Source: an optimization exercise on an open RTL-to-GDS flow (aim: small area, a short achievable clock period and few clock cycles per item). Production flows keep margins and buffers that such runs may drop.
No run shown here included a check of the RTL's function; only the layout flow was run.

<file path="design/flow/config.mk">
export PLATFORM = sky130hd
export DESIGN_NAME = xtea_top
export DESIGN_NICKNAME = xtea_top
export VERILOG_FILES = /design/flow/design.v
export SDC_FILE = /design/flow/constraint.sdc
export NUM_CORES = 4
export LEC_CHECK = 0
export CAP_MARGIN = 20
export CORE_MARGIN = 2
export CORE_UTILIZATION = 60
export SLEW_MARGIN = 20
export SYNTH_HIERARCHICAL = 1
</file>
<file path="design/flow/constraint.sdc">
create_clock -name core_clock -period 10.0 [get_ports {clock}]
set_input_delay 2.0000 -clock core_clock [delete_from_list [all_inputs] [get_ports {clock}]]
set_output_delay 2.0000 -clock core_clock [all_outputs]
set_load 0.01 [all_outputs]
</file>
<file path="design/flow/design.v">
module xtea_sx(input [31:0] b, output [31:0] s);
assign s[0] = b[5];
assign s[1] = b[6];
assign s[2] = b[7];
assign s[3] = b[8];
assign s[4] = b[0] ^ b[9];
assign s[5] = b[1] ^ b[10];
assign s[6] = b[2] ^ b[11];
assign s[7] = b[3] ^ b[12];
assign s[8] = b[4] ^ b[13];
assign s[9] = b[5] ^ b[14];
assign s[10] = b[6] ^ b[15];
assign s[11] = b[7] ^ b[16];
assign s[12] = b[8] ^ b[17];
assign s[13] = b[9] ^ b[18];
assign s[14] = b[10] ^ b[19];
assign s[15] = b[11] ^ b[20];
assign s[16] = b[12] ^ b[21];
assign s[17] = b[13] ^ b[22];
assign s[18] = b[14] ^ b[23];
assign s[19] = b[15] ^ b[24];
assign s[20] = b[16] ^ b[25];
assign s[21] = b[17] ^ b[26];
assign s[22] = b[18] ^ b[27];
assign s[23] = b[19] ^ b[28];
assign s[24] = b[20] ^ b[29];
assign s[25] = b[21] ^ b[30];
assign s[26] = b[22] ^ b[31];
assign s[27] = b[23];
assign s[28] = b[24];
assign s[29] = b[25];
assign s[30] = b[26];
assign s[31] = b[27];
endmodule
module xtea_pg1(input [31:0] s, b, input go, output [30:0] g, p, output p31);
assign g = s[30:0] & b[30:0] & {31{go}};
assign p = s[30:0] ^ b[30:0];
assign p31 = s[31] ^ b[31];
endmodule
module xtea_e(input [31:0] a, k, input [30:0] p, input p31, go, output [31:0] e);
wire [31:0] hg = ({p31, p} ^ k) & {32{go}};
assign e = a ^ hg;
endmodule
module xtea_pg2(input [30:0] c, input [31:0] e, a, input cin, output [30:0] gn, pn, output p31);
assign pn[0] = ~e[0];
assign gn[0] = ~((a[0] & ~e[0]) | (e[0] & cin));
assign pn[1] = ~(e[1] ^ c[0]);
assign gn[1] = ~(a[1] & pn[1]);
assign pn[2] = e[2] ^ c[1];
assign gn[2] = ~(a[2] & pn[2]);
assign pn[3] = e[3] ^ c[2];
assign gn[3] = ~(a[3] & pn[3]);
assign pn[4] = ~(e[4] ^ c[3]);
assign gn[4] = ~(a[4] & pn[4]);
assign pn[5] = e[5] ^ c[4];
assign gn[5] = ~(a[5] & pn[5]);
assign pn[6] = ~(e[6] ^ c[5]);
assign gn[6] = ~(a[6] & pn[6]);
assign pn[7] = e[7] ^ c[6];
assign gn[7] = ~(a[7] & pn[7]);
assign pn[8] = e[8] ^ c[7];
assign gn[8] = ~(a[8] & pn[8]);
assign pn[9] = e[9] ^ c[8];
assign gn[9] = ~(a[9] & pn[9]);
assign pn[10] = ~(e[10] ^ c[9]);
assign gn[10] = ~(a[10] & pn[10]);
assign pn[11] = e[11] ^ c[10];
assign gn[11] = ~(a[11] & pn[11]);
assign pn[12] = e[12] ^ c[11];
assign gn[12] = ~(a[12] & pn[12]);
assign pn[13] = e[13] ^ c[12];
assign gn[13] = ~(a[13] & pn[13]);
assign pn[14] = ~(e[14] ^ c[13]);
assign gn[14] = ~(a[14] & pn[14]);
assign pn[15] = e[15] ^ c[14];
assign gn[15] = ~(a[15] & pn[15]);
assign pn[16] = ~(e[16] ^ c[15]);
assign gn[16] = ~(a[16] & pn[16]);
assign pn[17] = e[17] ^ c[16];
assign gn[17] = ~(a[17] & pn[17]);
assign pn[18] = ~(e[18] ^ c[17]);
assign gn[18] = ~(a[18] & pn[18]);
assign pn[19] = e[19] ^ c[18];
assign gn[19] = ~(a[19] & pn[19]);
assign pn[20] = e[20] ^ c[19];
assign gn[20] = ~(a[20] & pn[20]);
assign pn[21] = e[21] ^ c[20];
assign gn[21] = ~(a[21] & pn[21]);
assign pn[22] = ~(e[22] ^ c[21]);
assign gn[22] = ~(a[22] & pn[22]);
assign pn[23] = e[23] ^ c[22];
assign gn[23] = ~(a[23] & pn[23]);
assign pn[24] = ~(e[24] ^ c[23]);
assign gn[24] = ~(a[24] & pn[24]);
assign pn[25] = e[25] ^ c[24];
assign gn[25] = ~(a[25] & pn[25]);
assign pn[26] = ~(e[26] ^ c[25]);
assign gn[26] = ~(a[26] & pn[26]);
assign pn[27] = e[27] ^ c[26];
assign gn[27] = ~(a[27] & pn[27]);
assign pn[28] = e[28] ^ c[27];
assign gn[28] = ~(a[28] & pn[28]);
assign pn[29] = e[29] ^ c[28];
assign gn[29] = ~(a[29] & pn[29]);
assign pn[30] = ~(e[30] ^ c[29]);
assign gn[30] = ~(a[30] & pn[30]);
assign p31 = ~(e[31] ^ c[30]);
endmodule
module xtea_q(input [30:0] pn, input p31, input [31:0] d, input busy, output [31:0] q);
assign q[0] = busy ? ~pn[0] : d[0];
assign q[1] = busy ? ~pn[1] : d[1];
assign q[2] = busy ? ~pn[2] : d[2];
assign q[3] = busy ? ~pn[3] : d[3];
assign q[4] = busy ? ~pn[4] : d[4];
assign q[5] = busy ? ~pn[5] : d[5];
assign q[6] = busy ? ~pn[6] : d[6];
assign q[7] = busy ? ~pn[7] : d[7];
assign q[8] = busy ? ~pn[8] : d[8];
assign q[9] = busy ? ~pn[9] : d[9];
assign q[10] = busy ? ~pn[10] : d[10];
assign q[11] = busy ? ~pn[11] : d[11];
assign q[12] = busy ? ~pn[12] : d[12];
assign q[13] = busy ? ~pn[13] : d[13];
assign q[14] = busy ? ~pn[14] : d[14];
assign q[15] = busy ? ~pn[15] : d[15];
assign q[16] = busy ? ~pn[16] : d[16];
assign q[17] = busy ? ~pn[17] : d[17];
assign q[18] = busy ? ~pn[18] : d[18];
assign q[19] = busy ? ~pn[19] : d[19];
assign q[20] = busy ? ~pn[20] : d[20];
assign q[21] = busy ? ~pn[21] : d[21];
assign q[22] = busy ? ~pn[22] : d[22];
assign q[23] = busy ? ~pn[23] : d[23];
assign q[24] = busy ? ~pn[24] : d[24];
assign q[25] = busy ? ~pn[25] : d[25];
assign q[26] = busy ? ~pn[26] : d[26];
assign q[27] = busy ? ~pn[27] : d[27];
assign q[28] = busy ? ~pn[28] : d[28];
assign q[29] = busy ? ~pn[29] : d[29];
assign q[30] = busy ? ~pn[30] : d[30];
assign q[31] = busy ? p31 : d[31];
endmodule
module xtea_sum(input [31:0] q, input [30:0] C, input cin, output [31:0] n);
assign n[0] = q[0] ^ cin;
assign n[1] = ~(q[1] ^ C[0]);
assign n[2] = q[2] ^ C[1];
assign n[3] = q[3] ^ C[2];
assign n[4] = ~(q[4] ^ C[3]);
assign n[5] = q[5] ^ C[4];
assign n[6] = ~(q[6] ^ C[5]);
assign n[7] = q[7] ^ C[6];
assign n[8] = q[8] ^ C[7];
assign n[9] = q[9] ^ C[8];
assign n[10] = ~(q[10] ^ C[9]);
assign n[11] = q[11] ^ C[10];
assign n[12] = q[12] ^ C[11];
assign n[13] = q[13] ^ C[12];
assign n[14] = ~(q[14] ^ C[13]);
assign n[15] = q[15] ^ C[14];
assign n[16] = ~(q[16] ^ C[15]);
assign n[17] = q[17] ^ C[16];
assign n[18] = ~(q[18] ^ C[17]);
assign n[19] = q[19] ^ C[18];
assign n[20] = q[20] ^ C[19];
assign n[21] = q[21] ^ C[20];
assign n[22] = ~(q[22] ^ C[21]);
assign n[23] = q[23] ^ C[22];
assign n[24] = ~(q[24] ^ C[23]);
assign n[25] = q[25] ^ C[24];
assign n[26] = ~(q[26] ^ C[25]);
assign n[27] = q[27] ^ C[26];
assign n[28] = q[28] ^ C[27];
assign n[29] = q[29] ^ C[28];
assign n[30] = ~(q[30] ^ C[29]);
assign n[31] = q[31] ^ C[30];
endmodule
module xtea_step(input [31:0] a, b, k, d, input go, cin, busy, output [31:0] n);
wire [31:0] s, e, q;
wire [30:0] g1, p1, c, g2n, p2n, C;
wire p31, f31;
xtea_sx  SX  (.b(b), .s(s));
xtea_pg1 PG1 (.s(s), .b(b), .go(go), .g(g1), .p(p1), .p31(f31));
xtea_pfx_bk_p0 PF (.g(g1), .p(p1), .G(c));
xtea_e   E   (.a(a), .k(k), .p(p1), .p31(f31), .go(go), .e(e));
xtea_pg2 PG2 (.c(c), .e(e), .a(a), .cin(cin), .gn(g2n), .pn(p2n), .p31(p31));
xtea_pfx_bk_p1 PS (.g(g2n), .p(p2n), .G(C));
xtea_q   Q   (.pn(p2n), .p31(p31), .d(d), .busy(busy), .q(q));
xtea_sum SUM (.q(q), .C(C), .cin(cin), .n(n));
endmodule
module xtea_add(input [31:0] x, y, input inv, output [31:0] r);
wire [31:0] h = x ^ y ^ {32{inv}};
wire [30:0] g = x[30:0] & y[30:0];
wire [30:0] p = x[30:0] ^ y[30:0];
wire [30:0] G;
xtea_pfx_bk_p0 PF (.g(g), .p(p), .G(G));
assign r[0] = h[0];
assign r[1] = h[1] ^ G[0];
assign r[2] = ~(h[2] ^ G[1]);
assign r[3] = ~(h[3] ^ G[2]);
assign r[4] = h[4] ^ G[3];
assign r[5] = ~(h[5] ^ G[4]);
assign r[6] = h[6] ^ G[5];
assign r[7] = ~(h[7] ^ G[6]);
assign r[8] = ~(h[8] ^ G[7]);
assign r[9] = ~(h[9] ^ G[8]);
assign r[10] = h[10] ^ G[9];
assign r[11] = ~(h[11] ^ G[10]);
assign r[12] = ~(h[12] ^ G[11]);
assign r[13] = ~(h[13] ^ G[12]);
assign r[14] = h[14] ^ G[13];
assign r[15] = ~(h[15] ^ G[14]);
assign r[16] = h[16] ^ G[15];
assign r[17] = ~(h[17] ^ G[16]);
assign r[18] = h[18] ^ G[17];
assign r[19] = ~(h[19] ^ G[18]);
assign r[20] = ~(h[20] ^ G[19]);
assign r[21] = ~(h[21] ^ G[20]);
assign r[22] = h[22] ^ G[21];
assign r[23] = ~(h[23] ^ G[22]);
assign r[24] = h[24] ^ G[23];
assign r[25] = ~(h[25] ^ G[24]);
assign r[26] = h[26] ^ G[25];
assign r[27] = ~(h[27] ^ G[26]);
assign r[28] = ~(h[28] ^ G[27]);
assign r[29] = ~(h[29] ^ G[28]);
assign r[30] = h[30] ^ G[29];
assign r[31] = ~(h[31] ^ G[30]);
endmodule
module xtea_sadd(input [31:0] x, input dec, output [31:0] r);
wire [31:0] y = dec ? 32'h61C88647 : 32'h9E3779B9;
wire [31:0] h = x ^ y;
wire [30:0] g = x[30:0] & y[30:0];
wire [30:0] p = x[30:0] ^ y[30:0];
wire [30:0] G;
xtea_pfx_bk_p0 PF (.g(g), .p(p), .G(G));
assign r[0] = h[0];
assign r[1] = h[1] ^ G[0];
assign r[2] = ~(h[2] ^ G[1]);
assign r[3] = ~(h[3] ^ G[2]);
assign r[4] = h[4] ^ G[3];
assign r[5] = ~(h[5] ^ G[4]);
assign r[6] = h[6] ^ G[5];
assign r[7] = ~(h[7] ^ G[6]);
assign r[8] = ~(h[8] ^ G[7]);
assign r[9] = ~(h[9] ^ G[8]);
assign r[10] = h[10] ^ G[9];
assign r[11] = ~(h[11] ^ G[10]);
assign r[12] = ~(h[12] ^ G[11]);
assign r[13] = ~(h[13] ^ G[12]);
assign r[14] = h[14] ^ G[13];
assign r[15] = ~(h[15] ^ G[14]);
assign r[16] = h[16] ^ G[15];
assign r[17] = ~(h[17] ^ G[16]);
assign r[18] = h[18] ^ G[17];
assign r[19] = ~(h[19] ^ G[18]);
assign r[20] = ~(h[20] ^ G[19]);
assign r[21] = ~(h[21] ^ G[20]);
assign r[22] = h[22] ^ G[21];
assign r[23] = ~(h[23] ^ G[22]);
assign r[24] = h[24] ^ G[23];
assign r[25] = ~(h[25] ^ G[24]);
assign r[26] = h[26] ^ G[25];
assign r[27] = ~(h[27] ^ G[26]);
assign r[28] = ~(h[28] ^ G[27]);
assign r[29] = ~(h[29] ^ G[28]);
assign r[30] = h[30] ^ G[29];
assign r[31] = ~(h[31] ^ G[30]);
endmodule
module xtea_top(
    input clock, reset, cfg, start,
    input[127:0] data_i, key,
    output busy, ready,
    output[127:0] data_o
);
localparam [31:0] DELTA = 32'h9E3779B9;
reg        busy_r, ready_r;
reg        dec;
reg        go;       
reg [6:0]  cnt;
reg [31:0] a0, b0, a1, b1;
reg [127:0] k;
reg [31:0] s;        
reg [31:0] skr;      
reg [3:0]  ksel;     
always @(posedge clock, posedge reset)
begin
    if(reset) begin
        busy_r  <= 1'b0;
        ready_r <= 1'b0;
        go      <= 1'b0;
    end
    else begin
        busy_r  <= busy_r ? !ready_r : start;
        ready_r <= busy_r && !ready_r && (cnt == 7'd64);
        go      <= busy_r ? !ready_r && !(!dec && cnt == 7'd63) : start && cfg;
    end
end
assign busy  = busy_r;
assign ready = ready_r;
wire cin = dec & go;
wire [31:0] kx = (k[ 31: 0] & {32{ksel[0]}}) | (k[ 63:32] & {32{ksel[1]}}) |
                 (k[ 95:64] & {32{ksel[2]}}) | (k[127:96] & {32{ksel[3]}});
wire [31:0] sk_next;
xtea_add SKA (.x(s), .y(kx), .inv(dec), .r(sk_next));
wire        s_upd = cnt[0] ^ dec;
wire [31:0] s_add;
xtea_sadd SDA (.x(s), .dec(dec), .r(s_add));
wire [31:0] s_nx = s_upd ? s_add : s;
wire [1:0]  idx_next = cnt[0] ? s_nx[12:11] : s_nx[1:0];
wire [31:0] n0, n1;
xtea_step STEP0 (.a(a0), .b(b0), .k(skr), .d(data_i[ 63:32]), .go(go), .cin(cin), .busy(busy_r), .n(n0));
xtea_step STEP1 (.a(a1), .b(b1), .k(skr), .d(data_i[127:96]), .go(go), .cin(cin), .busy(busy_r), .n(n1));
always @(posedge clock)
begin
    b0 <= n0;
    b1 <= n1;
    if(!busy_r) begin
        a0   <= data_i[ 31: 0];
        a1   <= data_i[ 95:64];
        k    <= key;
        dec  <= !cfg;
        cnt  <= 7'd0;
        s    <= cfg ? DELTA : 32'hC6EF3720;
        skr  <= key[31:0];
        ksel <= cfg ? 4'b1000 : 4'b0100;
    end
    else begin
        a0   <= b0;
        a1   <= b1;
        cnt  <= cnt + 7'd1;
        skr  <= sk_next;
        s    <= s_nx;
        ksel <= 4'b0001 << idx_next;
    end
end
assign data_o = {a1, b1, a0, b0};
endmodule
module xtea_pfx_bk_p0_l1(
    input gh_1,
    input ph_1,
    input gl_1,
    output go_1,
    input gh_3,
    input ph_3,
    input gl_3,
    input pl_3,
    output go_3,
    output po_3,
    input gh_5,
    input ph_5,
    input gl_5,
    input pl_5,
    output go_5,
    output po_5,
    input gh_7,
    input ph_7,
    input gl_7,
    input pl_7,
    output go_7,
    output po_7,
    input gh_9,
    input ph_9,
    input gl_9,
    input pl_9,
    output go_9,
    output po_9,
    input gh_11,
    input ph_11,
    input gl_11,
    input pl_11,
    output go_11,
    output po_11,
    input gh_13,
    input ph_13,
    input gl_13,
    input pl_13,
    output go_13,
    output po_13,
    input gh_15,
    input ph_15,
    input gl_15,
    input pl_15,
    output go_15,
    output po_15,
    input gh_17,
    input ph_17,
    input gl_17,
    input pl_17,
    output go_17,
    output po_17,
    input gh_19,
    input ph_19,
    input gl_19,
    input pl_19,
    output go_19,
    output po_19,
    input gh_21,
    input ph_21,
    input gl_21,
    input pl_21,
    output go_21,
    output po_21,
    input gh_23,
    input ph_23,
    input gl_23,
    input pl_23,
    output go_23,
    output po_23,
    input gh_25,
    input ph_25,
    input gl_25,
    input pl_25,
    output go_25,
    output po_25,
    input gh_27,
    input ph_27,
    input gl_27,
    input pl_27,
    output go_27,
    output po_27,
    input gh_29,
    input ph_29,
    input gl_29,
    input pl_29,
    output go_29,
    output po_29
);
assign go_1 = ~(gh_1 | (ph_1 & gl_1));
assign go_3 = ~(gh_3 | (ph_3 & gl_3));
assign po_3 = ~(ph_3 & pl_3);
assign go_5 = ~(gh_5 | (ph_5 & gl_5));
assign po_5 = ~(ph_5 & pl_5);
assign go_7 = ~(gh_7 | (ph_7 & gl_7));
assign po_7 = ~(ph_7 & pl_7);
assign go_9 = ~(gh_9 | (ph_9 & gl_9));
assign po_9 = ~(ph_9 & pl_9);
assign go_11 = ~(gh_11 | (ph_11 & gl_11));
assign po_11 = ~(ph_11 & pl_11);
assign go_13 = ~(gh_13 | (ph_13 & gl_13));
assign po_13 = ~(ph_13 & pl_13);
assign go_15 = ~(gh_15 | (ph_15 & gl_15));
assign po_15 = ~(ph_15 & pl_15);
assign go_17 = ~(gh_17 | (ph_17 & gl_17));
assign po_17 = ~(ph_17 & pl_17);
assign go_19 = ~(gh_19 | (ph_19 & gl_19));
assign po_19 = ~(ph_19 & pl_19);
assign go_21 = ~(gh_21 | (ph_21 & gl_21));
assign po_21 = ~(ph_21 & pl_21);
assign go_23 = ~(gh_23 | (ph_23 & gl_23));
assign po_23 = ~(ph_23 & pl_23);
assign go_25 = ~(gh_25 | (ph_25 & gl_25));
assign po_25 = ~(ph_25 & pl_25);
assign go_27 = ~(gh_27 | (ph_27 & gl_27));
assign po_27 = ~(ph_27 & pl_27);
assign go_29 = ~(gh_29 | (ph_29 & gl_29));
assign po_29 = ~(ph_29 & pl_29);
endmodule
module xtea_pfx_bk_p0_l2(
    input gh_3,
    input ph_3,
    input gl_3,
    output go_3,
    input gh_7,
    input ph_7,
    input gl_7,
    input pl_7,
    output go_7,
    output po_7,
    input gh_11,
    input ph_11,
    input gl_11,
    input pl_11,
    output go_11,
    output po_11,
    input gh_15,
    input ph_15,
    input gl_15,
    input pl_15,
    output go_15,
    output po_15,
    input gh_19,
    input ph_19,
    input gl_19,
    input pl_19,
    output go_19,
    output po_19,
    input gh_23,
    input ph_23,
    input gl_23,
    input pl_23,
    output go_23,
    output po_23,
    input gh_27,
    input ph_27,
    input gl_27,
    input pl_27,
    output go_27,
    output po_27
);
assign go_3 = (~gh_3 | (~ph_3 & ~gl_3));
assign go_7 = (~gh_7 | (~ph_7 & ~gl_7));
assign po_7 = (~ph_7 & ~pl_7);
assign go_11 = (~gh_11 | (~ph_11 & ~gl_11));
assign po_11 = (~ph_11 & ~pl_11);
assign go_15 = (~gh_15 | (~ph_15 & ~gl_15));
assign po_15 = (~ph_15 & ~pl_15);
assign go_19 = (~gh_19 | (~ph_19 & ~gl_19));
assign po_19 = (~ph_19 & ~pl_19);
assign go_23 = (~gh_23 | (~ph_23 & ~gl_23));
assign po_23 = (~ph_23 & ~pl_23);
assign go_27 = (~gh_27 | (~ph_27 & ~gl_27));
assign po_27 = (~ph_27 & ~pl_27);
endmodule
module xtea_pfx_bk_p0_l3(
    input gh_7,
    input ph_7,
    input gl_7,
    output go_7,
    input gh_15,
    input ph_15,
    input gl_15,
    input pl_15,
    output go_15,
    output po_15,
    input gh_23,
    input ph_23,
    input gl_23,
    input pl_23,
    output go_23,
    output po_23
);
assign go_7 = ~(gh_7 | (ph_7 & gl_7));
assign go_15 = ~(gh_15 | (ph_15 & gl_15));
assign po_15 = ~(ph_15 & pl_15);
assign go_23 = ~(gh_23 | (ph_23 & gl_23));
assign po_23 = ~(ph_23 & pl_23);
endmodule
module xtea_pfx_bk_p0_l4(
    input gh_15,
    input ph_15,
    input gl_15,
    output go_15
);
assign go_15 = (~gh_15 | (~ph_15 & ~gl_15));
endmodule
module xtea_pfx_bk_p0_l5(
    input gh_23,
    input ph_23,
    input gl_23,
    output go_23
);
assign go_23 = (~gh_23 | (~ph_23 & gl_23));
endmodule
module xtea_pfx_bk_p0_l6(
    input gh_11,
    input ph_11,
    input gl_11,
    output go_11,
    input gh_19,
    input ph_19,
    input gl_19,
    output go_19,
    input gh_27,
    input ph_27,
    input gl_27,
    output go_27
);
assign go_11 = ~(gh_11 | (ph_11 & ~gl_11));
assign go_19 = ~(gh_19 | (ph_19 & gl_19));
assign go_27 = ~(gh_27 | (ph_27 & gl_27));
endmodule
module xtea_pfx_bk_p0_l7(
    input gh_5,
    input ph_5,
    input gl_5,
    output go_5,
    input gh_9,
    input ph_9,
    input gl_9,
    output go_9,
    input gh_13,
    input ph_13,
    input gl_13,
    output go_13,
    input gh_17,
    input ph_17,
    input gl_17,
    output go_17,
    input gh_21,
    input ph_21,
    input gl_21,
    output go_21,
    input gh_25,
    input ph_25,
    input gl_25,
    output go_25,
    input gh_29,
    input ph_29,
    input gl_29,
    output go_29
);
assign go_5 = (~gh_5 | (~ph_5 & gl_5));
assign go_9 = (~gh_9 | (~ph_9 & ~gl_9));
assign go_13 = (~gh_13 | (~ph_13 & ~gl_13));
assign go_17 = (~gh_17 | (~ph_17 & gl_17));
assign go_21 = (~gh_21 | (~ph_21 & ~gl_21));
assign go_25 = (~gh_25 | (~ph_25 & gl_25));
assign go_29 = (~gh_29 | (~ph_29 & ~gl_29));
endmodule
module xtea_pfx_bk_p0_l8(
    input gh_2,
    input ph_2,
    input gl_2,
    output go_2,
    input gh_4,
    input ph_4,
    input gl_4,
    output go_4,
    input gh_6,
    input ph_6,
    input gl_6,
    output go_6,
    input gh_8,
    input ph_8,
    input gl_8,
    output go_8,
    input gh_10,
    input ph_10,
    input gl_10,
    output go_10,
    input gh_12,
    input ph_12,
    input gl_12,
    output go_12,
    input gh_14,
    input ph_14,
    input gl_14,
    output go_14,
    input gh_16,
    input ph_16,
    input gl_16,
    output go_16,
    input gh_18,
    input ph_18,
    input gl_18,
    output go_18,
    input gh_20,
    input ph_20,
    input gl_20,
    output go_20,
    input gh_22,
    input ph_22,
    input gl_22,
    output go_22,
    input gh_24,
    input ph_24,
    input gl_24,
    output go_24,
    input gh_26,
    input ph_26,
    input gl_26,
    output go_26,
    input gh_28,
    input ph_28,
    input gl_28,
    output go_28,
    input gh_30,
    input ph_30,
    input gl_30,
    output go_30
);
assign go_2 = ~(gh_2 | (ph_2 & ~gl_2));
assign go_4 = ~(gh_4 | (ph_4 & gl_4));
assign go_6 = ~(gh_6 | (ph_6 & gl_6));
assign go_8 = ~(gh_8 | (ph_8 & ~gl_8));
assign go_10 = ~(gh_10 | (ph_10 & gl_10));
assign go_12 = ~(gh_12 | (ph_12 & ~gl_12));
assign go_14 = ~(gh_14 | (ph_14 & gl_14));
assign go_16 = ~(gh_16 | (ph_16 & gl_16));
assign go_18 = ~(gh_18 | (ph_18 & gl_18));
assign go_20 = ~(gh_20 | (ph_20 & ~gl_20));
assign go_22 = ~(gh_22 | (ph_22 & gl_22));
assign go_24 = ~(gh_24 | (ph_24 & gl_24));
assign go_26 = ~(gh_26 | (ph_26 & gl_26));
assign go_28 = ~(gh_28 | (ph_28 & ~gl_28));
assign go_30 = ~(gh_30 | (ph_30 & gl_30));
endmodule
module xtea_pfx_bk_p0(input [30:0] g, p, output [30:0] G);
wire G1_1, G1_3, G1_5, G1_7, G1_9, G1_11, G1_13, G1_15, G1_17, G1_19, G1_21, G1_23, G1_25, G1_27, G1_29, P1_3, P1_5, P1_7, P1_9, P1_11, P1_13, P1_15, P1_17, P1_19, P1_21, P1_23, P1_25, P1_27, P1_29, G2_3, G2_7, G2_11, G2_15, G2_19, G2_23, G2_27, P2_7, P2_11, P2_15, P2_19, P2_23, P2_27, G3_7, G3_15, G3_23, P3_15, P3_23, G4_15, G5_23, G6_11, G6_19, G6_27, G7_5, G7_9, G7_13, G7_17, G7_21, G7_25, G7_29, G8_2, G8_4, G8_6, G8_8, G8_10, G8_12, G8_14, G8_16, G8_18, G8_20, G8_22, G8_24, G8_26, G8_28, G8_30;
xtea_pfx_bk_p0_l1 L1 (.gh_1(g[1]), .ph_1(p[1]), .gl_1(g[0]), .go_1(G1_1), .gh_3(g[3]), .ph_3(p[3]), .gl_3(g[2]), .pl_3(p[2]), .go_3(G1_3), .po_3(P1_3), .gh_5(g[5]), .ph_5(p[5]), .gl_5(g[4]), .pl_5(p[4]), .go_5(G1_5), .po_5(P1_5), .gh_7(g[7]), .ph_7(p[7]), .gl_7(g[6]), .pl_7(p[6]), .go_7(G1_7), .po_7(P1_7), .gh_9(g[9]), .ph_9(p[9]), .gl_9(g[8]), .pl_9(p[8]), .go_9(G1_9), .po_9(P1_9), .gh_11(g[11]), .ph_11(p[11]), .gl_11(g[10]), .pl_11(p[10]), .go_11(G1_11), .po_11(P1_11), .gh_13(g[13]), .ph_13(p[13]), .gl_13(g[12]), .pl_13(p[12]), .go_13(G1_13), .po_13(P1_13), .gh_15(g[15]), .ph_15(p[15]), .gl_15(g[14]), .pl_15(p[14]), .go_15(G1_15), .po_15(P1_15), .gh_17(g[17]), .ph_17(p[17]), .gl_17(g[16]), .pl_17(p[16]), .go_17(G1_17), .po_17(P1_17), .gh_19(g[19]), .ph_19(p[19]), .gl_19(g[18]), .pl_19(p[18]), .go_19(G1_19), .po_19(P1_19), .gh_21(g[21]), .ph_21(p[21]), .gl_21(g[20]), .pl_21(p[20]), .go_21(G1_21), .po_21(P1_21), .gh_23(g[23]), .ph_23(p[23]), .gl_23(g[22]), .pl_23(p[22]), .go_23(G1_23), .po_23(P1_23), .gh_25(g[25]), .ph_25(p[25]), .gl_25(g[24]), .pl_25(p[24]), .go_25(G1_25), .po_25(P1_25), .gh_27(g[27]), .ph_27(p[27]), .gl_27(g[26]), .pl_27(p[26]), .go_27(G1_27), .po_27(P1_27), .gh_29(g[29]), .ph_29(p[29]), .gl_29(g[28]), .pl_29(p[28]), .go_29(G1_29), .po_29(P1_29));
xtea_pfx_bk_p0_l2 L2 (.gh_3(G1_3), .ph_3(P1_3), .gl_3(G1_1), .go_3(G2_3), .gh_7(G1_7), .ph_7(P1_7), .gl_7(G1_5), .pl_7(P1_5), .go_7(G2_7), .po_7(P2_7), .gh_11(G1_11), .ph_11(P1_11), .gl_11(G1_9), .pl_11(P1_9), .go_11(G2_11), .po_11(P2_11), .gh_15(G1_15), .ph_15(P1_15), .gl_15(G1_13), .pl_15(P1_13), .go_15(G2_15), .po_15(P2_15), .gh_19(G1_19), .ph_19(P1_19), .gl_19(G1_17), .pl_19(P1_17), .go_19(G2_19), .po_19(P2_19), .gh_23(G1_23), .ph_23(P1_23), .gl_23(G1_21), .pl_23(P1_21), .go_23(G2_23), .po_23(P2_23), .gh_27(G1_27), .ph_27(P1_27), .gl_27(G1_25), .pl_27(P1_25), .go_27(G2_27), .po_27(P2_27));
xtea_pfx_bk_p0_l3 L3 (.gh_7(G2_7), .ph_7(P2_7), .gl_7(G2_3), .go_7(G3_7), .gh_15(G2_15), .ph_15(P2_15), .gl_15(G2_11), .pl_15(P2_11), .go_15(G3_15), .po_15(P3_15), .gh_23(G2_23), .ph_23(P2_23), .gl_23(G2_19), .pl_23(P2_19), .go_23(G3_23), .po_23(P3_23));
xtea_pfx_bk_p0_l4 L4 (.gh_15(G3_15), .ph_15(P3_15), .gl_15(G3_7), .go_15(G4_15));
xtea_pfx_bk_p0_l5 L5 (.gh_23(G3_23), .ph_23(P3_23), .gl_23(G4_15), .go_23(G5_23));
xtea_pfx_bk_p0_l6 L6 (.gh_11(G2_11), .ph_11(P2_11), .gl_11(G3_7), .go_11(G6_11), .gh_19(G2_19), .ph_19(P2_19), .gl_19(G4_15), .go_19(G6_19), .gh_27(G2_27), .ph_27(P2_27), .gl_27(G5_23), .go_27(G6_27));
xtea_pfx_bk_p0_l7 L7 (.gh_5(G1_5), .ph_5(P1_5), .gl_5(G2_3), .go_5(G7_5), .gh_9(G1_9), .ph_9(P1_9), .gl_9(G3_7), .go_9(G7_9), .gh_13(G1_13), .ph_13(P1_13), .gl_13(G6_11), .go_13(G7_13), .gh_17(G1_17), .ph_17(P1_17), .gl_17(G4_15), .go_17(G7_17), .gh_21(G1_21), .ph_21(P1_21), .gl_21(G6_19), .go_21(G7_21), .gh_25(G1_25), .ph_25(P1_25), .gl_25(G5_23), .go_25(G7_25), .gh_29(G1_29), .ph_29(P1_29), .gl_29(G6_27), .go_29(G7_29));
xtea_pfx_bk_p0_l8 L8 (.gh_2(g[2]), .ph_2(p[2]), .gl_2(G1_1), .go_2(G8_2), .gh_4(g[4]), .ph_4(p[4]), .gl_4(G2_3), .go_4(G8_4), .gh_6(g[6]), .ph_6(p[6]), .gl_6(G7_5), .go_6(G8_6), .gh_8(g[8]), .ph_8(p[8]), .gl_8(G3_7), .go_8(G8_8), .gh_10(g[10]), .ph_10(p[10]), .gl_10(G7_9), .go_10(G8_10), .gh_12(g[12]), .ph_12(p[12]), .gl_12(G6_11), .go_12(G8_12), .gh_14(g[14]), .ph_14(p[14]), .gl_14(G7_13), .go_14(G8_14), .gh_16(g[16]), .ph_16(p[16]), .gl_16(G4_15), .go_16(G8_16), .gh_18(g[18]), .ph_18(p[18]), .gl_18(G7_17), .go_18(G8_18), .gh_20(g[20]), .ph_20(p[20]), .gl_20(G6_19), .go_20(G8_20), .gh_22(g[22]), .ph_22(p[22]), .gl_22(G7_21), .go_22(G8_22), .gh_24(g[24]), .ph_24(p[24]), .gl_24(G5_23), .go_24(G8_24), .gh_26(g[26]), .ph_26(p[26]), .gl_26(G7_25), .go_26(G8_26), .gh_28(g[28]), .ph_28(p[28]), .gl_28(G6_27), .go_28(G8_28), .gh_30(g[30]), .ph_30(p[30]), .gl_30(G7_29), .go_30(G8_30));
assign G[0] = g[0];
assign G[1] = G1_1;
assign G[2] = G8_2;
assign G[3] = G2_3;
assign G[4] = G8_4;
assign G[5] = G7_5;
assign G[6] = G8_6;
assign G[7] = G3_7;
assign G[8] = G8_8;
assign G[9] = G7_9;
assign G[10] = G8_10;
assign G[11] = G6_11;
assign G[12] = G8_12;
assign G[13] = G7_13;
assign G[14] = G8_14;
assign G[15] = G4_15;
assign G[16] = G8_16;
assign G[17] = G7_17;
assign G[18] = G8_18;
assign G[19] = G6_19;
assign G[20] = G8_20;
assign G[21] = G7_21;
assign G[22] = G8_22;
assign G[23] = G5_23;
assign G[24] = G8_24;
assign G[25] = G7_25;
assign G[26] = G8_26;
assign G[27] = G6_27;
assign G[28] = G8_28;
assign G[29] = G7_29;
assign G[30] = G8_30;
endmodule
module xtea_pfx_bk_p1_l1(
    input gh_1,
    input ph_1,
    input gl_1,
    output go_1,
    input gh_3,
    input ph_3,
    input gl_3,
    input pl_3,
    output go_3,
    output po_3,
    input gh_5,
    input ph_5,
    input gl_5,
    input pl_5,
    output go_5,
    output po_5,
    input gh_7,
    input ph_7,
    input gl_7,
    input pl_7,
    output go_7,
    output po_7,
    input gh_9,
    input ph_9,
    input gl_9,
    input pl_9,
    output go_9,
    output po_9,
    input gh_11,
    input ph_11,
    input gl_11,
    input pl_11,
    output go_11,
    output po_11,
    input gh_13,
    input ph_13,
    input gl_13,
    input pl_13,
    output go_13,
    output po_13,
    input gh_15,
    input ph_15,
    input gl_15,
    input pl_15,
    output go_15,
    output po_15,
    input gh_17,
    input ph_17,
    input gl_17,
    input pl_17,
    output go_17,
    output po_17,
    input gh_19,
    input ph_19,
    input gl_19,
    input pl_19,
    output go_19,
    output po_19,
    input gh_21,
    input ph_21,
    input gl_21,
    input pl_21,
    output go_21,
    output po_21,
    input gh_23,
    input ph_23,
    input gl_23,
    input pl_23,
    output go_23,
    output po_23,
    input gh_25,
    input ph_25,
    input gl_25,
    input pl_25,
    output go_25,
    output po_25,
    input gh_27,
    input ph_27,
    input gl_27,
    input pl_27,
    output go_27,
    output po_27,
    input gh_29,
    input ph_29,
    input gl_29,
    input pl_29,
    output go_29,
    output po_29
);
assign go_1 = (~gh_1 | (~ph_1 & ~gl_1));
assign go_3 = (~gh_3 | (~ph_3 & ~gl_3));
assign po_3 = (~ph_3 & ~pl_3);
assign go_5 = (~gh_5 | (~ph_5 & ~gl_5));
assign po_5 = (~ph_5 & ~pl_5);
assign go_7 = (~gh_7 | (~ph_7 & ~gl_7));
assign po_7 = (~ph_7 & ~pl_7);
assign go_9 = (~gh_9 | (~ph_9 & ~gl_9));
assign po_9 = (~ph_9 & ~pl_9);
assign go_11 = (~gh_11 | (~ph_11 & ~gl_11));
assign po_11 = (~ph_11 & ~pl_11);
assign go_13 = (~gh_13 | (~ph_13 & ~gl_13));
assign po_13 = (~ph_13 & ~pl_13);
assign go_15 = (~gh_15 | (~ph_15 & ~gl_15));
assign po_15 = (~ph_15 & ~pl_15);
assign go_17 = (~gh_17 | (~ph_17 & ~gl_17));
assign po_17 = (~ph_17 & ~pl_17);
assign go_19 = (~gh_19 | (~ph_19 & ~gl_19));
assign po_19 = (~ph_19 & ~pl_19);
assign go_21 = (~gh_21 | (~ph_21 & ~gl_21));
assign po_21 = (~ph_21 & ~pl_21);
assign go_23 = (~gh_23 | (~ph_23 & ~gl_23));
assign po_23 = (~ph_23 & ~pl_23);
assign go_25 = (~gh_25 | (~ph_25 & ~gl_25));
assign po_25 = (~ph_25 & ~pl_25);
assign go_27 = (~gh_27 | (~ph_27 & ~gl_27));
assign po_27 = (~ph_27 & ~pl_27);
assign go_29 = (~gh_29 | (~ph_29 & ~gl_29));
assign po_29 = (~ph_29 & ~pl_29);
endmodule
module xtea_pfx_bk_p1_l2(
    input gh_3,
    input ph_3,
    input gl_3,
    output go_3,
    input gh_7,
    input ph_7,
    input gl_7,
    input pl_7,
    output go_7,
    output po_7,
    input gh_11,
    input ph_11,
    input gl_11,
    input pl_11,
    output go_11,
    output po_11,
    input gh_15,
    input ph_15,
    input gl_15,
    input pl_15,
    output go_15,
    output po_15,
    input gh_19,
    input ph_19,
    input gl_19,
    input pl_19,
    output go_19,
    output po_19,
    input gh_23,
    input ph_23,
    input gl_23,
    input pl_23,
    output go_23,
    output po_23,
    input gh_27,
    input ph_27,
    input gl_27,
    input pl_27,
    output go_27,
    output po_27
);
assign go_3 = ~(gh_3 | (ph_3 & gl_3));
assign go_7 = ~(gh_7 | (ph_7 & gl_7));
assign po_7 = ~(ph_7 & pl_7);
assign go_11 = ~(gh_11 | (ph_11 & gl_11));
assign po_11 = ~(ph_11 & pl_11);
assign go_15 = ~(gh_15 | (ph_15 & gl_15));
assign po_15 = ~(ph_15 & pl_15);
assign go_19 = ~(gh_19 | (ph_19 & gl_19));
assign po_19 = ~(ph_19 & pl_19);
assign go_23 = ~(gh_23 | (ph_23 & gl_23));
assign po_23 = ~(ph_23 & pl_23);
assign go_27 = ~(gh_27 | (ph_27 & gl_27));
assign po_27 = ~(ph_27 & pl_27);
endmodule
module xtea_pfx_bk_p1_l3(
    input gh_7,
    input ph_7,
    input gl_7,
    output go_7,
    input gh_15,
    input ph_15,
    input gl_15,
    input pl_15,
    output go_15,
    output po_15,
    input gh_23,
    input ph_23,
    input gl_23,
    input pl_23,
    output go_23,
    output po_23
);
assign go_7 = (~gh_7 | (~ph_7 & ~gl_7));
assign go_15 = (~gh_15 | (~ph_15 & ~gl_15));
assign po_15 = (~ph_15 & ~pl_15);
assign go_23 = (~gh_23 | (~ph_23 & ~gl_23));
assign po_23 = (~ph_23 & ~pl_23);
endmodule
module xtea_pfx_bk_p1_l4(
    input gh_15,
    input ph_15,
    input gl_15,
    output go_15
);
assign go_15 = ~(gh_15 | (ph_15 & gl_15));
endmodule
module xtea_pfx_bk_p1_l5(
    input gh_23,
    input ph_23,
    input gl_23,
    output go_23
);
assign go_23 = ~(gh_23 | (ph_23 & ~gl_23));
endmodule
module xtea_pfx_bk_p1_l6(
    input gh_11,
    input ph_11,
    input gl_11,
    output go_11,
    input gh_19,
    input ph_19,
    input gl_19,
    output go_19,
    input gh_27,
    input ph_27,
    input gl_27,
    output go_27
);
assign go_11 = (~gh_11 | (~ph_11 & gl_11));
assign go_19 = (~gh_19 | (~ph_19 & ~gl_19));
assign go_27 = (~gh_27 | (~ph_27 & ~gl_27));
endmodule
module xtea_pfx_bk_p1_l7(
    input gh_5,
    input ph_5,
    input gl_5,
    output go_5,
    input gh_9,
    input ph_9,
    input gl_9,
    output go_9,
    input gh_13,
    input ph_13,
    input gl_13,
    output go_13,
    input gh_17,
    input ph_17,
    input gl_17,
    output go_17,
    input gh_21,
    input ph_21,
    input gl_21,
    output go_21,
    input gh_25,
    input ph_25,
    input gl_25,
    output go_25,
    input gh_29,
    input ph_29,
    input gl_29,
    output go_29
);
assign go_5 = ~(gh_5 | (ph_5 & ~gl_5));
assign go_9 = ~(gh_9 | (ph_9 & gl_9));
assign go_13 = ~(gh_13 | (ph_13 & gl_13));
assign go_17 = ~(gh_17 | (ph_17 & ~gl_17));
assign go_21 = ~(gh_21 | (ph_21 & gl_21));
assign go_25 = ~(gh_25 | (ph_25 & ~gl_25));
assign go_29 = ~(gh_29 | (ph_29 & gl_29));
endmodule
module xtea_pfx_bk_p1_l8(
    input gh_2,
    input ph_2,
    input gl_2,
    output go_2,
    input gh_4,
    input ph_4,
    input gl_4,
    output go_4,
    input gh_6,
    input ph_6,
    input gl_6,
    output go_6,
    input gh_8,
    input ph_8,
    input gl_8,
    output go_8,
    input gh_10,
    input ph_10,
    input gl_10,
    output go_10,
    input gh_12,
    input ph_12,
    input gl_12,
    output go_12,
    input gh_14,
    input ph_14,
    input gl_14,
    output go_14,
    input gh_16,
    input ph_16,
    input gl_16,
    output go_16,
    input gh_18,
    input ph_18,
    input gl_18,
    output go_18,
    input gh_20,
    input ph_20,
    input gl_20,
    output go_20,
    input gh_22,
    input ph_22,
    input gl_22,
    output go_22,
    input gh_24,
    input ph_24,
    input gl_24,
    output go_24,
    input gh_26,
    input ph_26,
    input gl_26,
    output go_26,
    input gh_28,
    input ph_28,
    input gl_28,
    output go_28,
    input gh_30,
    input ph_30,
    input gl_30,
    output go_30
);
assign go_2 = (~gh_2 | (~ph_2 & gl_2));
assign go_4 = (~gh_4 | (~ph_4 & ~gl_4));
assign go_6 = (~gh_6 | (~ph_6 & ~gl_6));
assign go_8 = (~gh_8 | (~ph_8 & gl_8));
assign go_10 = (~gh_10 | (~ph_10 & ~gl_10));
assign go_12 = (~gh_12 | (~ph_12 & gl_12));
assign go_14 = (~gh_14 | (~ph_14 & ~gl_14));
assign go_16 = (~gh_16 | (~ph_16 & ~gl_16));
assign go_18 = (~gh_18 | (~ph_18 & ~gl_18));
assign go_20 = (~gh_20 | (~ph_20 & gl_20));
assign go_22 = (~gh_22 | (~ph_22 & ~gl_22));
assign go_24 = (~gh_24 | (~ph_24 & ~gl_24));
assign go_26 = (~gh_26 | (~ph_26 & ~gl_26));
assign go_28 = (~gh_28 | (~ph_28 & gl_28));
assign go_30 = (~gh_30 | (~ph_30 & ~gl_30));
endmodule
module xtea_pfx_bk_p1(input [30:0] g, p, output [30:0] G);
wire G1_1, G1_3, G1_5, G1_7, G1_9, G1_11, G1_13, G1_15, G1_17, G1_19, G1_21, G1_23, G1_25, G1_27, G1_29, P1_3, P1_5, P1_7, P1_9, P1_11, P1_13, P1_15, P1_17, P1_19, P1_21, P1_23, P1_25, P1_27, P1_29, G2_3, G2_7, G2_11, G2_15, G2_19, G2_23, G2_27, P2_7, P2_11, P2_15, P2_19, P2_23, P2_27, G3_7, G3_15, G3_23, P3_15, P3_23, G4_15, G5_23, G6_11, G6_19, G6_27, G7_5, G7_9, G7_13, G7_17, G7_21, G7_25, G7_29, G8_2, G8_4, G8_6, G8_8, G8_10, G8_12, G8_14, G8_16, G8_18, G8_20, G8_22, G8_24, G8_26, G8_28, G8_30;
xtea_pfx_bk_p1_l1 L1 (.gh_1(g[1]), .ph_1(p[1]), .gl_1(g[0]), .go_1(G1_1), .gh_3(g[3]), .ph_3(p[3]), .gl_3(g[2]), .pl_3(p[2]), .go_3(G1_3), .po_3(P1_3), .gh_5(g[5]), .ph_5(p[5]), .gl_5(g[4]), .pl_5(p[4]), .go_5(G1_5), .po_5(P1_5), .gh_7(g[7]), .ph_7(p[7]), .gl_7(g[6]), .pl_7(p[6]), .go_7(G1_7), .po_7(P1_7), .gh_9(g[9]), .ph_9(p[9]), .gl_9(g[8]), .pl_9(p[8]), .go_9(G1_9), .po_9(P1_9), .gh_11(g[11]), .ph_11(p[11]), .gl_11(g[10]), .pl_11(p[10]), .go_11(G1_11), .po_11(P1_11), .gh_13(g[13]), .ph_13(p[13]), .gl_13(g[12]), .pl_13(p[12]), .go_13(G1_13), .po_13(P1_13), .gh_15(g[15]), .ph_15(p[15]), .gl_15(g[14]), .pl_15(p[14]), .go_15(G1_15), .po_15(P1_15), .gh_17(g[17]), .ph_17(p[17]), .gl_17(g[16]), .pl_17(p[16]), .go_17(G1_17), .po_17(P1_17), .gh_19(g[19]), .ph_19(p[19]), .gl_19(g[18]), .pl_19(p[18]), .go_19(G1_19), .po_19(P1_19), .gh_21(g[21]), .ph_21(p[21]), .gl_21(g[20]), .pl_21(p[20]), .go_21(G1_21), .po_21(P1_21), .gh_23(g[23]), .ph_23(p[23]), .gl_23(g[22]), .pl_23(p[22]), .go_23(G1_23), .po_23(P1_23), .gh_25(g[25]), .ph_25(p[25]), .gl_25(g[24]), .pl_25(p[24]), .go_25(G1_25), .po_25(P1_25), .gh_27(g[27]), .ph_27(p[27]), .gl_27(g[26]), .pl_27(p[26]), .go_27(G1_27), .po_27(P1_27), .gh_29(g[29]), .ph_29(p[29]), .gl_29(g[28]), .pl_29(p[28]), .go_29(G1_29), .po_29(P1_29));
xtea_pfx_bk_p1_l2 L2 (.gh_3(G1_3), .ph_3(P1_3), .gl_3(G1_1), .go_3(G2_3), .gh_7(G1_7), .ph_7(P1_7), .gl_7(G1_5), .pl_7(P1_5), .go_7(G2_7), .po_7(P2_7), .gh_11(G1_11), .ph_11(P1_11), .gl_11(G1_9), .pl_11(P1_9), .go_11(G2_11), .po_11(P2_11), .gh_15(G1_15), .ph_15(P1_15), .gl_15(G1_13), .pl_15(P1_13), .go_15(G2_15), .po_15(P2_15), .gh_19(G1_19), .ph_19(P1_19), .gl_19(G1_17), .pl_19(P1_17), .go_19(G2_19), .po_19(P2_19), .gh_23(G1_23), .ph_23(P1_23), .gl_23(G1_21), .pl_23(P1_21), .go_23(G2_23), .po_23(P2_23), .gh_27(G1_27), .ph_27(P1_27), .gl_27(G1_25), .pl_27(P1_25), .go_27(G2_27), .po_27(P2_27));
xtea_pfx_bk_p1_l3 L3 (.gh_7(G2_7), .ph_7(P2_7), .gl_7(G2_3), .go_7(G3_7), .gh_15(G2_15), .ph_15(P2_15), .gl_15(G2_11), .pl_15(P2_11), .go_15(G3_15), .po_15(P3_15), .gh_23(G2_23), .ph_23(P2_23), .gl_23(G2_19), .pl_23(P2_19), .go_23(G3_23), .po_23(P3_23));
xtea_pfx_bk_p1_l4 L4 (.gh_15(G3_15), .ph_15(P3_15), .gl_15(G3_7), .go_15(G4_15));
xtea_pfx_bk_p1_l5 L5 (.gh_23(G3_23), .ph_23(P3_23), .gl_23(G4_15), .go_23(G5_23));
xtea_pfx_bk_p1_l6 L6 (.gh_11(G2_11), .ph_11(P2_11), .gl_11(G3_7), .go_11(G6_11), .gh_19(G2_19), .ph_19(P2_19), .gl_19(G4_15), .go_19(G6_19), .gh_27(G2_27), .ph_27(P2_27), .gl_27(G5_23), .go_27(G6_27));
xtea_pfx_bk_p1_l7 L7 (.gh_5(G1_5), .ph_5(P1_5), .gl_5(G2_3), .go_5(G7_5), .gh_9(G1_9), .ph_9(P1_9), .gl_9(G3_7), .go_9(G7_9), .gh_13(G1_13), .ph_13(P1_13), .gl_13(G6_11), .go_13(G7_13), .gh_17(G1_17), .ph_17(P1_17), .gl_17(G4_15), .go_17(G7_17), .gh_21(G1_21), .ph_21(P1_21), .gl_21(G6_19), .go_21(G7_21), .gh_25(G1_25), .ph_25(P1_25), .gl_25(G5_23), .go_25(G7_25), .gh_29(G1_29), .ph_29(P1_29), .gl_29(G6_27), .go_29(G7_29));
xtea_pfx_bk_p1_l8 L8 (.gh_2(g[2]), .ph_2(p[2]), .gl_2(G1_1), .go_2(G8_2), .gh_4(g[4]), .ph_4(p[4]), .gl_4(G2_3), .go_4(G8_4), .gh_6(g[6]), .ph_6(p[6]), .gl_6(G7_5), .go_6(G8_6), .gh_8(g[8]), .ph_8(p[8]), .gl_8(G3_7), .go_8(G8_8), .gh_10(g[10]), .ph_10(p[10]), .gl_10(G7_9), .go_10(G8_10), .gh_12(g[12]), .ph_12(p[12]), .gl_12(G6_11), .go_12(G8_12), .gh_14(g[14]), .ph_14(p[14]), .gl_14(G7_13), .go_14(G8_14), .gh_16(g[16]), .ph_16(p[16]), .gl_16(G4_15), .go_16(G8_16), .gh_18(g[18]), .ph_18(p[18]), .gl_18(G7_17), .go_18(G8_18), .gh_20(g[20]), .ph_20(p[20]), .gl_20(G6_19), .go_20(G8_20), .gh_22(g[22]), .ph_22(p[22]), .gl_22(G7_21), .go_22(G8_22), .gh_24(g[24]), .ph_24(p[24]), .gl_24(G5_23), .go_24(G8_24), .gh_26(g[26]), .ph_26(p[26]), .gl_26(G7_25), .go_26(G8_26), .gh_28(g[28]), .ph_28(p[28]), .gl_28(G6_27), .go_28(G8_28), .gh_30(g[30]), .ph_30(p[30]), .gl_30(G7_29), .go_30(G8_30));
assign G[0] = g[0];
assign G[1] = G1_1;
assign G[2] = G8_2;
assign G[3] = G2_3;
assign G[4] = G8_4;
assign G[5] = G7_5;
assign G[6] = G8_6;
assign G[7] = G3_7;
assign G[8] = G8_8;
assign G[9] = G7_9;
assign G[10] = G8_10;
assign G[11] = G6_11;
assign G[12] = G8_12;
assign G[13] = G7_13;
assign G[14] = G8_14;
assign G[15] = G4_15;
assign G[16] = G8_16;
assign G[17] = G7_17;
assign G[18] = G8_18;
assign G[19] = G6_19;
assign G[20] = G8_20;
assign G[21] = G7_21;
assign G[22] = G8_22;
assign G[23] = G5_23;
assign G[24] = G8_24;
assign G[25] = G7_25;
assign G[26] = G8_26;
assign G[27] = G6_27;
assign G[28] = G8_28;
assign G[29] = G7_29;
assign G[30] = G8_30;
endmodule
</file>
<file path="design/flow/flow/run.sh">
#!/bin/bash
# Standard layout, except that the port buffers are the smallest buffer and
# timing repair aims well below the clock period.
set -euo pipefail
export BUFFER_PORTS_ARGS="-buffer_cell sky130_fd_sc_hd__buf_1"
bash standard.sh SETUP_SLACK_MARGIN=6.3 finish > standard.log 2>&1
</file>
<file path="design/flow/standard.sh">
#!/bin/bash
# synth_recipe.tcl (not shown) runs the flow's synth.tcl, then flattens the netlist and writes it again
# the make line also repeats each setting of config.mk as NAME=value (left out here)
make -C /OpenROAD-flow-scripts/flow DESIGN_CONFIG=/design/flow/config.mk WORK_HOME=/design/flow/orfs CLKGATE_MAP_FILE= SYNTH_SCRIPT=/design/flow/synth_recipe.tcl "${@:-finish}"
</file>
==> results.cfg, run 1 <==
[global_route]
grt_max_degree = 73
grt_remaining_overflow = 0
antenna_found_initial = 1
first_global_vias = 15300
grt.total_usage_pct = 27.4
grt_pass1_wl_mm = 81.7

[floorplanning]
initial_core_util_pct = 60.8
die_y_um = 196
io_pins = 390
die-area_sq_um = 38500
core.rowCount = 70
die_w_um = 196
core_sq_um = 36400

[detailed_routing]
dr.pass1.iters = 5
routedWlPerCell_um = 18.3
drtIter0Drc = 697
vias = 15800
routed_wl_mm = 54.0
ant_nets = 0
route.detailed.drc = 0
routed_via_density = 5.33

[place]
dp_slack_ns = 5.34
dp_hpwl_mm = 39.8
post-place-cells = 2832
placed_area_sq_um = 22300
place.gp.congestion = 0.885
port_buffers = 389

[critical_path]
critPathLaunchType = flop
crit_buf_inv = 4
crit_chain = buf_6 -> buf_6 -> and2_1 -> a21oi_4 -> o21ai_1 -> a21oi_2 -> buf_4 -> o21ai_4 -> a21oi_4 -> o21ai_2 -> a21oi_2 -> xor2_1 -> nor2_1 -> a21oi_2 -> o21ai_1 -> a21oi_4 -> inv_2 -> a21oi_2 -> o21ai_1 -> xor2_1
path_class = reg2reg
arrival_ns = 4.03
critPathMaxStageDelay_ns = 0.55
path_common_cell = a21oi_2
worst_path_max_delay_cell = dfrtp_4
cp.required_ns = 10.43
cp-end-kind = flop
crit_family = compound AO/OA/AOI/OAI gates
cp_max_fo = 7

[yosys]
synth_edf_count = 157
ys_ff_latch = 335
ys_types = 41
syn_avg_cell_area_sq_um = 9.95
ys_warn_count = 7
syn_nets = 2610
synth_ff_type = dfxtp_1
yosysSeqAreaShare_pct = 37.5
async_flop_share_pct = 0.896
syn_inst = 2225
syn_area_sq_um = 22100

[clocking]
ctsHtreeMaxLevel = 2
clk_pin_slew_ns = 0.06
cts-root-buf = clkbuf_16
clock_path_buffers = 3
cts_tree = done
ctsHoldBuffers = 0
numCtsBuffers = 38
cts.sinks = 335
clkLatencyLatePin_ns = 0.56

[status]
status = timing/DRC/antenna clean

[sta]
worst_slew_pin_slew_ns = 1.05
final-setup-viol-count = 0
finalWorstSetupSlack_ns = 6.40
max_freq_mhz = 278
setup_tns_ns = 0
finalClockSkew_ns = 0.0211
final.period_utilization_pct = 36.0
relSlewSlack_pct = 30.2
maxSlewViolCount = 0
rsz0062_at_grt = yes
finalCriticalPeriod_ns = 3.60
hold_viol = 0

[hold_path]
hold_path_class = reg2reg

[final_layout]
instances_no_fill = 2958
final_layout_size_suffix_gt1_share_pct = 20.7
nNetsFinal = 2846
area_growth_syn_to_layout_pct = 12.0
postLayoutCoreUtil_pct = 68.1
final_area_sq_um = 24800

[job]
cap_violations = 0
## kinds of logic (layout without fill, tap and decap cells)
| group | after synthesis | in the layout | share of synthesized area (%) |
|---|---|---|---|
| and+or+nand+nor | 403 | 403 | 7.89 |
| buffers and inverters | 394 | 658 | 11.1 |
| DFF | 335 | 335 | 37.5 |
| muxes | 168 | 168 | 8.26 |
| AOI/OAI and AO/OA | 399 | 399 | 12.3 |
| other | 0 | 1 | 0 |
| xor gates and xnor gates | 401 | 401 | 16.0 |
| adders and majority gates | 125 | 125 | 7.06 |
## per-stage QoR
stage / hold WS, ns
finish: 0.489
global route: 0.538
CTS: 0.490
detailed placement: 0.479
global placement: 0.482
floorplan: 0.456
## repair_timing
| item | 4_1_cts | 5_1_grt |
|---|---|---|
| pin swaps | 10 | 40 |
| setup buffers | 26 | 28 |
| setup endpoints to repair | 54 | 32 |
| gates resized for setup | 44 | 113 |
| gates cloned | 1 | 2 |
## Yosys stat by module (local to each module, per instance), a selection
module	copies in the design	area, sq um	cells inside	flip-flops and latches
xtea_pfx_bk_p1_l3	2	22.5	5	0
xtea_add	1	1020	99	0
xtea_sadd	1	677	64	0
xtea_pfx_bk_p0_l7	4	57.6	10	0
xtea_pfx_bk_p0_l1	4	180	29	0
xtea_pfx_bk_p0_l4	4	5.00	1	0
xtea_pfx_bk_p0_l5	4	12.5	2	0
xtea_pfx_bk_p0_l8	4	113	20	0
xtea_pg1	2	619	66	0
xtea_top	1	10700	654	335
xtea_pfx_bk_p1_l8	2	113	20	0
xtea_pfx_bk_p0_l2	4	57.6	13	0
## final timing paths
| check | depth (start not counted) | slack, ns | from | to |
|---|---|---|---|---|
| setup / recovery | 20 | 6.40 | go | b1[27] |
| hold / removal | 1 | 0.49 | cnt[4] | ready_r |
| setup reg to reg | 20 | 6.40 | go | b1[27] |
| hold reg to reg | 1 | 0.49 | cnt[4] | ready_r |
| max in group asynchronous | 2 | 8.44 | reset | go |
| min in group asynchronous | 2 | 1.33 | reset | ready_r |
## Yosys cell counts (16+ instances only)
| master | number | area (sq um) |
|---|---|---|
| o21ai_2 | 28 | 245 |
| xnor2_1 | 173 | 1520 |
| edfxtp_1 | 157 | 4710 |
| a21oi_2 | 110 | 963 |
| buf_2 | 16 | 80.1 |
| and2_2 | 22 | 165 |
| dfxtp_1 | 175 | 3500 |
| a22oi_1 | 64 | 480 |
| mux2i_1 | 68 | 681 |
| ha_1 | 125 | 1560 |
| a21oi_1 | 70 | 350 |
| xor2_1 | 225 | 1970 |
| nand2_1 | 257 | 965 |
| and2_1 | 44 | 275 |
| nor2_1 | 63 | 236 |
| o21ai_1 | 108 | 541 |
| inv_1 | 133 | 499 |
| mux2_2 | 98 | 1100 |
| buf_4 | 207 | 1550 |
## flip-flops by register name, indices dropped and copies added (netlist names)
name     flops
busy_r       1
b0          32
skr         32
s           32
ksel         4
go           1
ready_r      1
a0          32
cnt          7
dec          1
b1          32
a1          32
k          128
## layer usage
layer,up-vias,wire (um),global-route usage (%)
li1,7797,-,-
met3,86,2700,3.46
met2,416,25500,45.2
met5,-,0,0
met1,7460,24400,37.3
met4,0,1400,9.23
## cell type report
class / instances / area [sq um]
multi-input cells: 1496 / 11900
fillers: 2940 / 11600
inverters: 133 / 508
well taps: 468 / 586
clock inverters: 17 / 263
clock buffers: 51 / 1100
flip-flops and latches: 335 / 8360
diodes: 1 / 2.50
repair buffers: 457 / 2100
## worst reg2reg max path, delay by kind of cell, from the launching register on
kind	cells	cell delay [ns]
XOR/XNOR	2	0.46
AO/OA/AOI/OAI	12	1.66
AND/OR/NAND/NOR	2	0.29
buffers and inverters	4	0.50
flip-flops	1	0.55
## cell usage in the layout (no fill, tap or decap), types with 7 or more instances in the layout
cell / synthesis / layout
a21o_1: 13 / 13
a21oi_1: 70 / 49
a21oi_2: 110 / 124
a21oi_4: 0 / 7
a22oi_1: 64 / 61
and2_1: 44 / 40
and2_2: 22 / 22
buf_1: 0 / 389
buf_4: 207 / 54
buf_6: 9 / 9
clkbuf_16: 0 / 42
dfxtp_1: 175 / 138
dfxtp_2: 0 / 33
edfxtp_1: 157 / 157
ha_1: 125 / 125
inv_1: 133 / 127
mux2_2: 98 / 98
mux2i_1: 68 / 68
nand2_1: 257 / 256
nor2_1: 63 / 56
o21ai_1: 108 / 85
o21ai_2: 28 / 41
o21ai_4: 0 / 10
xnor2_1: 173 / 171
xor2_1: 225 / 209
xor2_2: 1 / 17
==> run 2: changes to the inputs <==
--- a/design/flow/config.mk
+++ b/design/flow/config.mk
@@ -8,5 +8,6 @@
 export CAP_MARGIN = 20
 export CORE_MARGIN = 2
 export CORE_UTILIZATION = 60
+export CTS_BUF_LIST = sky130_fd_sc_hd__clkbuf_4 sky130_fd_sc_hd__clkbuf_8
 export SLEW_MARGIN = 20
 export SYNTH_HIERARCHICAL = 1
==> results.cfg, run 2 <==
[clocking]
cts_tree = done
numCtsBuffers = 56
cts-root-buf = clkbuf_8
ctsHtreeMaxLevel = 2
clk_pin_slew_ns = 0.06
ctsHoldBuffers = 0
clock_path_buffers = 3
cts.sinks = 335
clkLatencyLatePin_ns = 0.67

[critical_path]
reg2reg_depth = 20
worst_path_max_delay_cell = dfrtp_4
cp_max_fo = 12
crit_family = compound AO/OA/AOI/OAI gates
arrival_ns = 4.14
regToRegStartpoint = go
cp-end-kind = flop
crit_buf_inv = 4
rr_endpoint = b0[31]
crit_end = b0[31]
path_class = reg2reg
cp.required_ns = 10.53
crit_path_start = go
critical_path_depth = 20
rrSetupSlack_ns = 6.39
path_common_cell = a21oi_2
crit_chain = buf_16 -> and2_1 -> a21oi_2 -> o21ai_2 -> a21oi_4 -> inv_2 -> a21oi_4 -> o21ai_4 -> buf_4 -> xnor2_2 -> nor2_2 -> a21oi_2 -> o21ai_2 -> a21oi_2 -> inv_2 -> a21oi_4 -> o21ai_4 -> a21oi_2 -> o21ai_1 -> xor2_1
critPathMaxStageDelay_ns = 0.55
critPathLaunchType = flop

[sta]
finalClockSkew_ns = 0.0348
finalCriticalPeriod_ns = 3.61
relSlewSlack_pct = 29.9
worst_slew_pin_slew_ns = 1.05
setup_tns_ns = 0
whs_ns = 0.493
final-setup-viol-count = 0
final.period_utilization_pct = 36.1
rsz0062_at_grt = yes
hold_viol = 0
max_freq_mhz = 277
maxSlewViolCount = 0

[yosys]
yosys-top-cells-count = nand2_1 (257), xor2_1 (225), buf_4 (207)
synth_ff_type = dfxtp_1
synth_edf_count = 157
ys_ff_latch = 335
synth_area_leaders = edfxtp_1 (21%), dfxtp_1 (16%), xor2_1 (8.9%)
syn_nets = 2610
syn_avg_cell_area_sq_um = 9.95
yosysMostFrequentCell = nand2_1
ys_types = 41
async_flop_share_pct = 0.896
ys_warn_count = 7
synth_top_area_cell = edfxtp_1
syn_inst = 2225
yosysSeqAreaShare_pct = 37.5
yosysTopAreaCellShare_pct = 21.3
syn_area_sq_um = 22100

[detailed_routing]
wl_met3_mm = 3.13
vias = 15800
routed.top_layer = met4
drtIter0Drc = 590
routed_wl_mm = 54.0
routed_via_density = 5.28
ant_nets = 0
dr_wl_met2_mm = 25.4
route.detailed.drc = 0
routedWlPerCell_um = 18.0
wl_met1_mm = 24.2
dr.pass1.iters = 5

[floorplanning]
die_y_um = 196
die_w_um = 196
core.rowCount = 70
initial_core_util_pct = 60.8
io_pins = 390
core_sq_um = 36400
die-area_sq_um = 38500

[final_layout]
largest_reg_flops = 128
layout_common_cells = buf_1 (389), nand2_1 (256), xor2_1 (209), xnor2_1 (169), edfxtp_1 (157)
layout_commonest_cell = buf_1
instances_no_fill = 2998
final_layout_size_suffix_gt1_share_pct = 22.4
area_growth_syn_to_layout_pct = 11.6
nNetsFinal = 2870
max_flop_register = k
multi_input_area_sq_um = 11900
seq_area_sq_um = 8360
nFillCells = 2954
n_antenna_cell = 0

[place]
port_buffers = 389
place.gp.congestion = 0.885
dp_hpwl_mm = 39.8
post-place-cells = 2832

[global_route]
first_global_vias = 15400
antenna_found_initial = 0
grt_remaining_overflow = 0
grt.total_usage_pct = 27.5
grt_pass1_wl_mm = 82.0
grt_max_degree = 73

[status]
status = timing/DRC/antenna clean

[job]
cap_violations = 0

[hold_path]
hold_path_class = reg2reg
## run 2: modules after synthesis (local to each module, per instance), excerpt
| module | flip-flops and latches | times used |
|---|---|---|
| xtea_pfx_bk_p0_l3 | 0 | 4 |
| xtea_pfx_bk_p0_l4 | 0 | 4 |
| xtea_pfx_bk_p0_l8 | 0 | 4 |
| xtea_pfx_bk_p1_l1 | 0 | 2 |
| xtea_pfx_bk_p1_l2 | 0 | 2 |
| xtea_pfx_bk_p1_l3 | 0 | 2 |
| xtea_pfx_bk_p1_l4 | 0 | 2 |
| xtea_pfx_bk_p1_l6 | 0 | 2 |
| xtea_pfx_bk_p1_l7 | 0 | 2 |
| xtea_pfx_bk_p1_l8 | 0 | 2 |
| xtea_pg1 | 0 | 2 |
| xtea_pg2 | 0 | 2 |
| xtea_sx | 0 | 2 |
| xtea_top | 335 | 1 |
## run 2: kinds of logic after synthesis
group	after synthesis	synth area share, %
and+or+nand+nor	403	7.89
DFF	335	37.5
buffers and inverters	394	11.1
muxes	168	8.26
AOI/OAI and AO/OA	399	12.3
adders and majority gates	125	7.06
xor gates and xnor gates	401	16.0
## run 2: timing repair
| item | CTS | global route |
|---|---|---|
| setup buffers | 28 | 33 |
| gates cloned | 0 | 2 |
| gates resized for setup | 57 | 108 |
| setup endpoints to repair | 57 | 30 |
| pin swaps | 12 | 44 |
## run 2: area by class of cell
type / count / area share [%]
clock buffers: 84 / 4.25
clock inverters: 19 / 0.699
inverters: 133 / 2.06
multi-input cells: 1496 / 48.2
flip-flops and latches: 335 / 33.8
well taps: 468 / 2.37
repair buffers: 463 / 8.67
## run 2: routing by layer
layer / up-vias / track usage (%)
li1: 7850 / -
met1: 7429 / 37.2
met2: 452 / 45.3
met3: 86 / 4.52
met4: 0 / 8.14
met5: - / 0
## run 2: worst min path at each step
stage	cells past startpoint	startpoint	slack, ns	to
finish	1	cnt[4]	0.49	ready_r
global placement	1	cnt[4]	0.48	ready_r
global route	1	cnt[4]	0.52	ready_r
floorplan	1	cnt[4]	0.46	ready_r
CTS	1	cnt[4]	0.49	ready_r
detailed placement	1	cnt[4]	0.48	ready_r
## run 2: stage by stage
stage	util, %	worst slack, ns	area [sq um]
floorplan	-	6.35	22100
global placement	61.3	5.50	22300
detailed placement	61.3	5.34	22300
CTS	65.8	6.23	24000
global route	67.8	6.24	24700
finish	67.8	6.39	24700

==> static timing again, ports no longer ideal <==
Ports are ideal in the flow. The routed layouts listed here were re-timed in OpenROAD.
Step 1 assumes that a clkbuf_16 drives the clock port and a buf_2 every other input.
Step 2 also shifts input and output timing later by t, the mid clock arrival at the registers, as if the neighbouring blocks saw the same clock.
Slacks: ideal / step 1 / step 2; pairs: ideal / step 1.
run | t (ns) | setup WS [ns] | worst setup path after step 2 | latest minus earliest clock arrival (ns) | worst register clock-pin slew, ns
run 1 | 0.610 | 6.400 / 6.400 / 6.399 | input to register | 0.027 / 0.028 | 0.06 / 0.06
run 2 | 0.697 | 6.388 / 6.388 / 6.388 | register to register | 0.039 / 0.039 | 0.07 / 0.07
After both steps every run listed still meets setup and hold. The setup slack of run 1, which loses most, moves by 0.000 ns with the drivers and by -0.001 ns with both steps.
